Context: an optimization exercise on an open-source flow, tuned for small area, a short achievable clock period and few clock cycles. The choices shown serve that exercise and are no tape-out recipe.
Only simulation tests tie the RTL to the original design; equivalence was not proved.
No activity file was given, so power comes from the tool's default toggle rates.

==> flow/design.v <==
`timescale 1ns/10ps
module  ATCONV(
	input		clk,
	input		reset,
	output	reg	busy,
	input		ready,
	output reg	[11:0]	iaddr,
	input signed [12:0]	idata,
	output	reg 	cwr,
	output  reg	[11:0]	caddr_wr,
	output reg 	[12:0] 	cdata_wr,
	output	 	crd,
	output 	[11:0] 	caddr_rd,
	input 	[12:0] 	cdata_rd,
	output reg 	csel
	);
assign crd = 1'b0;
assign caddr_rd = 12'd0;
localparam [12:0] BIAS = 13'h1FF4;    
localparam [12:0] NBIAS = 13'h000C;   
reg        done;        
reg        ending;      
reg  [5:0] bi;          
reg        g;           
reg        p0, p1, p2;  
reg        vm1;         
reg        c_fl;        
wire [5:0] x = iaddr[5:0];
reg  [12:0] din;         
wire hold = reset | ~busy & ~ready;
wire       col_end = p2 & g;                       
wire       row_end = col_end & ~vm1 & (x == 6'd63);
wire [4:0] bip = bi[4:0] + 5'd1;
wire [4:0] bim = bi[4:0] - 5'd1;
wire       vm1_n = row_end | vm1 & ~col_end;
wire [5:0] x_n = (col_end & ~vm1) ? x + 6'd1 : x;   
wire [5:0] row_n = p0 ? {bi[4:0], g} :
                   p1 ? ((bi[4:0] == 5'd31) ? 6'd63 : {bip, g}) :
                   row_end ? {bi[4:0], 1'b0} :
                   (bi[4:0] == 5'd0) ? 6'd0 : {bim, ~g};
always @(posedge clk) begin
	if (hold) begin
		bi <= 6'd0;
		g <= 1'b0;
		p0 <= 1'b1; p1 <= 1'b0; p2 <= 1'b0;
		vm1 <= 1'b1;
		c_fl <= 1'b1;
		iaddr <= 12'd0;
	end else begin
		if (row_end) bi <= {bi[5] | (&bi[4:0]), bip};
		if (p2) g <= ~g;
		p0 <= p2; p1 <= p0; p2 <= p1;
		vm1 <= vm1_n;
		c_fl <= vm1_n | (x_n == 6'd0);
		iaddr <= {row_n, x_n};
	end
end
always @(posedge clk) begin
	if (reset) begin
		busy <= 1'b0;
		done <= 1'b0;
	end else begin
		if (~busy & ~done & ready) busy <= 1'b1;
		if (ending) begin
			busy <= 1'b0;
			done <= 1'b1;
		end
	end
end
reg f_valid, f_valid2;
always @(posedge clk) begin
	if (reset) begin
		f_valid <= 1'b0;
		f_valid2 <= 1'b0;
	end else begin
		f_valid <= c_fl ? (bi != 6'd0) : ~(~vm1 & (x == 6'd1));
		f_valid2 <= f_valid;
	end
end
reg [12:5] din_b;
reg [12:9] din_c;
reg        fl_a, fl_b, fl_c, vm1_c;
always @(posedge clk) begin
	din <= idata;
	din_b <= din[12:5];
	din_c <= din_b[12:9];
	fl_a <= c_fl;
	fl_b <= fl_a;
	fl_c <= fl_b;
	vm1_c <= vm1;
end
reg  [11:0] sf0, sf1, sf2, sf3;
wire [12:0] sx1 = {1'b1, sf1};
wire [12:0] sx3 = {1'b1, sf3};
reg  [12:0] pf0, pf1, pf2, pf3;
reg  [11:0] acc_s;
reg  [12:0] acc_c, acc_o;
reg         ca_s, ca_c, ca_o;   
reg         cb_s, cb_c, cb_o;   
wire [12:0] da = din;
wire [12:0] db = {din_b, 5'd0};
wire [12:0] dc = {din_c, 9'd0};
wire [12:0] nst_a = ~(p2 ? {2'b0, da[12:2]} : {4'b0, da[12:4]});
wire [12:0] nst_b = ~(p0 ? {2'b0, db[12:2]} : {4'b0, db[12:4]});
wire [12:0] nst_c = ~(p1 ? {2'b0, dc[12:2]} : {4'b0, dc[12:4]});
wire [12:0] ct_a = p2 ? da : ~{3'b0, da[12:3]};
wire [12:0] ct_b = p0 ? db : ~{3'b0, db[12:3]};
wire [12:0] ct_c = p1 ? dc : ~{3'b0, dc[12:3]};
wire [12:0] left_a = fl_a ? sx3 : sx1;
wire [12:0] left_b = fl_b ? sx3 : sx1;
wire [12:0] left_c = fl_c ? sx3 : sx1;
wire [12:0] oa_a = ~fl_a ? nst_a : p1 ? (vm1 ? sx3 : sx1) : p2 ? NBIAS : 13'd0;
wire [12:0] oa_b = ~fl_b ? nst_b : p2 ? (vm1 ? sx3 : sx1) : 13'd0;
wire [12:0] oa_c = ~fl_c ? nst_c : p0 ? (vm1_c ? sx3 : sx1) : 13'd0;
wire [5:0] s_a = {1'b0, p1 ? BIAS[4:0] : acc_s[4:0]} + {1'b0, nst_a[4:0]} + 6'd1;
wire [5:0] c_a = {1'b0, p1 ? left_a[4:0] : acc_c[4:0]} + {1'b0, ct_a[4:0]} + {5'd0, ~p2};
wire [5:0] o_a = {1'b0, p1 ? pf1[4:0] : acc_o[4:0]} + {1'b0, oa_a[4:0]} + {5'd0, ~fl_a};
wire [4:0] s_b = {1'b0, p2 ? BIAS[8:5] : acc_s[8:5]} + {1'b0, nst_b[8:5]} + {4'd0, ca_s};
wire [4:0] c_b = {1'b0, p2 ? left_b[8:5] : acc_c[8:5]} + {1'b0, ct_b[8:5]} + {4'd0, ca_c};
wire [4:0] o_b = {1'b0, p2 ? pf1[8:5] : acc_o[8:5]} + {1'b0, oa_b[8:5]} + {4'd0, ca_o};
wire [2:0] s_c = (p0 ? BIAS[11:9] : acc_s[11:9]) + nst_c[11:9] + {2'd0, cb_s};
wire [3:0] c_c = (p0 ? left_c[12:9] : acc_c[12:9]) + ct_c[12:9] + {3'd0, cb_c};
wire [3:0] o_c = (p0 ? pf1[12:9] : acc_o[12:9]) + oa_c[12:9] + {3'd0, cb_o};
always @(posedge clk) begin
	{ca_s, acc_s[4:0]} <= s_a;
	{ca_c, acc_c[4:0]} <= c_a;
	{ca_o, acc_o[4:0]} <= o_a;
	{cb_s, acc_s[8:5]} <= s_b;
	{cb_c, acc_c[8:5]} <= c_b;
	{cb_o, acc_o[8:5]} <= o_b;
	acc_s[11:9] <= s_c;
	acc_c[12:9] <= c_c;
	acc_o[12:9] <= o_c;
end
wire fin_a = busy & p1;
wire fin_b = busy & p2;
wire fin_c = busy & p0;
always @(posedge clk) begin
	if (fin_a) begin
		sf0[4:0] <= sf1[4:0]; sf1[4:0] <= sf2[4:0]; sf2[4:0] <= sf3[4:0]; sf3[4:0] <= acc_s[4:0];
		pf0[4:0] <= pf1[4:0]; pf1[4:0] <= pf2[4:0]; pf2[4:0] <= pf3[4:0]; pf3[4:0] <= acc_c[4:0];
	end
	if (fin_b) begin
		sf0[8:5] <= sf1[8:5]; sf1[8:5] <= sf2[8:5]; sf2[8:5] <= sf3[8:5]; sf3[8:5] <= acc_s[8:5];
		pf0[8:5] <= pf1[8:5]; pf1[8:5] <= pf2[8:5]; pf2[8:5] <= pf3[8:5]; pf3[8:5] <= acc_c[8:5];
	end
	if (fin_c) begin
		sf0[11:9] <= sf1[11:9]; sf1[11:9] <= sf2[11:9]; sf2[11:9] <= sf3[11:9]; sf3[11:9] <= acc_s[11:9];
		pf0[12:9] <= pf1[12:9]; pf1[12:9] <= pf2[12:9]; pf2[12:9] <= pf3[12:9]; pf3[12:9] <= acc_c[12:9];
	end
end
reg  [8:0]  mr;            
reg  [8:0]  o_lo;
reg         wr0_b, wr0_c, l1;
wire        wr0 = fin_a & f_valid2 & ~ending;
wire [11:0] l0v = acc_o[12] ? 12'd0 : {acc_o[11:9], o_lo};
always @(posedge clk) begin
	if (fin_a) o_lo[4:0] <= acc_o[4:0];
	if (fin_b) o_lo[8:5] <= acc_o[8:5];
end
always @(posedge clk) begin
	if (reset) begin
		cwr <= 1'b0;
		csel <= 1'b1;
		caddr_wr <= 12'h3FF;
		wr0_b <= 1'b0;
		wr0_c <= 1'b0;
		l1 <= 1'b0;
		ending <= 1'b0;
	end else begin
		wr0_b <= wr0;
		wr0_c <= wr0_b;
		l1 <= wr0_c & ~csel & ~caddr_wr[6] & caddr_wr[0];
		cwr <= wr0_c | l1;
		if (wr0_c) begin
			cdata_wr <= {1'b0, l0v};
			csel <= 1'b0;
			if (csel)
				caddr_wr <= {caddr_wr[9:5] + {4'd0, &caddr_wr[4:0]}, 1'b0, caddr_wr[4:0] + 5'd1, 1'b0};
			else if (~caddr_wr[6])
				caddr_wr[6] <= 1'b1;
			else begin
				caddr_wr[6] <= 1'b0;
				caddr_wr[0] <= 1'b1;
			end
		end else if (l1) begin
			cdata_wr <= {mr, 4'd0};
			csel <= 1'b1;
			caddr_wr <= {2'b00, caddr_wr[11:7], caddr_wr[5:1]};
			if ((&caddr_wr[11:7]) & (&caddr_wr[5:1])) ending <= 1'b1;
		end
	end
end
always @(posedge clk) begin
	if (wr0_c & (csel | ({1'b0, l0v} > {mr, 4'd0})))
		mr <= {1'b0, l0v[11:4]} + {8'd0, l0v[3:0] != 4'd0};
end
endmodule
Settings: LEC_CHECK=0, CAP_MARGIN=20, CORE_MARGIN=2, CORE_UTILIZATION=40, PLACE_DENSITY=0.6, SETUP_SLACK_MARGIN=3.0, SLEW_MARGIN=20; clock period 5.0 ns.
standard.sh (not shown) runs the stock make flow with config.mk's settings and CLKGATE_MAP_FILE= SYNTH_SCRIPT=/design/flow/synth_recipe.tcl, a recipe that flattens the netlist after the stock synthesis.
==> flow/flow/run.sh <==
#!/bin/bash
# The standard layout (the standard.sh: its synthesis, floorplan, power
# grid, placement, clock tree and routing, unchanged), except that the input
# and output port buffers are plain buf_1 cells instead of the delay cells that
# buffer_ports picks by default. The whole flow's output goes to standard.log.
export BUFFER_PORTS_ARGS="-buffer_cell sky130_fd_sc_hd__buf_1"
bash standard.sh > standard.log 2>&1
The first run finished clean.
Testbench counts at the start, summed over its fixed seeds: cycles 199,968.
Next try:
Settings changed: CORE_UTILIZATION 40 to 55, PLACE_DENSITY 0.6 to 0.7, SETUP_SLACK_MARGIN 3.0 to 2.85.
Power goes down by 4.3%.
Clock power drops by about 10%.
Die area is lower by 27%.
Sequential power barely changes.
Wire length barely changes.
Design area falls by 7.0%.
Utilization grows by 15 points.
Combinational power shrinks by about 5%.
Sequential share of layout area rises by 3.1 points.
Cell count decreases by 11%.
Register-to-register slack loses 90 ps.
Next try:
Settings changed: CORE_UTILIZATION 55 to 40, PLACE_DENSITY 0.7 to 0.6.
Worst hold slack stays flat.
Total power rises by a few percent.
Synthesized area does not change.
Clock-buffer cell count rises by 7.
Routed wire length falls by a few percent.
Sequential power hardly moves.
Die area rises by well over a third.
Register-to-register slack gets better by 40 ps.
Setup slack gets better by 41 ps.
Non-clock buffer count falls by 7.
Sequential share of layout area falls by 0.66 points.
Next try:
Settings changed: PLACE_DENSITY 0.6 to 0.85.
Outcome:
- The new run went through all stages and came out clean
- fmax falls by 1.4%
- design area falls by 0.66%
- global-route usage rises by 0.10 points

afterwards: timing with drivers on the ports:
In the flow no input, the clock included, has a driving cell. The finished layouts below were timed again as built, in two steps.
Step 1 assumes that a clkbuf_16 drives the clock port and a buf_2 every other input.
Step 2 times the ports against the registers' clock, not the clock port: input delays grow and output delays shrink by t, the midpoint of the rising clock arrivals with the driver on.
Three values: ideal, step 1, step 2; two values: the first two.
run	t, ns	slack for setup (ns)	hold slack, ns	slew at the worst register clock pin (ns)
the first run	0.564	2.932 / 2.902 / 2.646	0.325 / 0.325 / 0.325	0.06 / 0.06
the second run	0.544	2.843 / 2.820 / 2.547	0.327 / 0.327 / 0.327	0.06 / 0.06
the third run	0.570	2.884 / 2.846 / 2.609	0.326 / 0.326 / 0.326	0.06 / 0.06
the fourth run	0.546	2.854 / 2.836 / 2.503	0.332 / 0.332 / 0.332	0.06 / 0.06
After both steps every run listed still meets setup and hold. For the fourth run, which loses most, drivers alone change the setup slack by -0.018 ns; drivers and shift together by -0.351 ns.
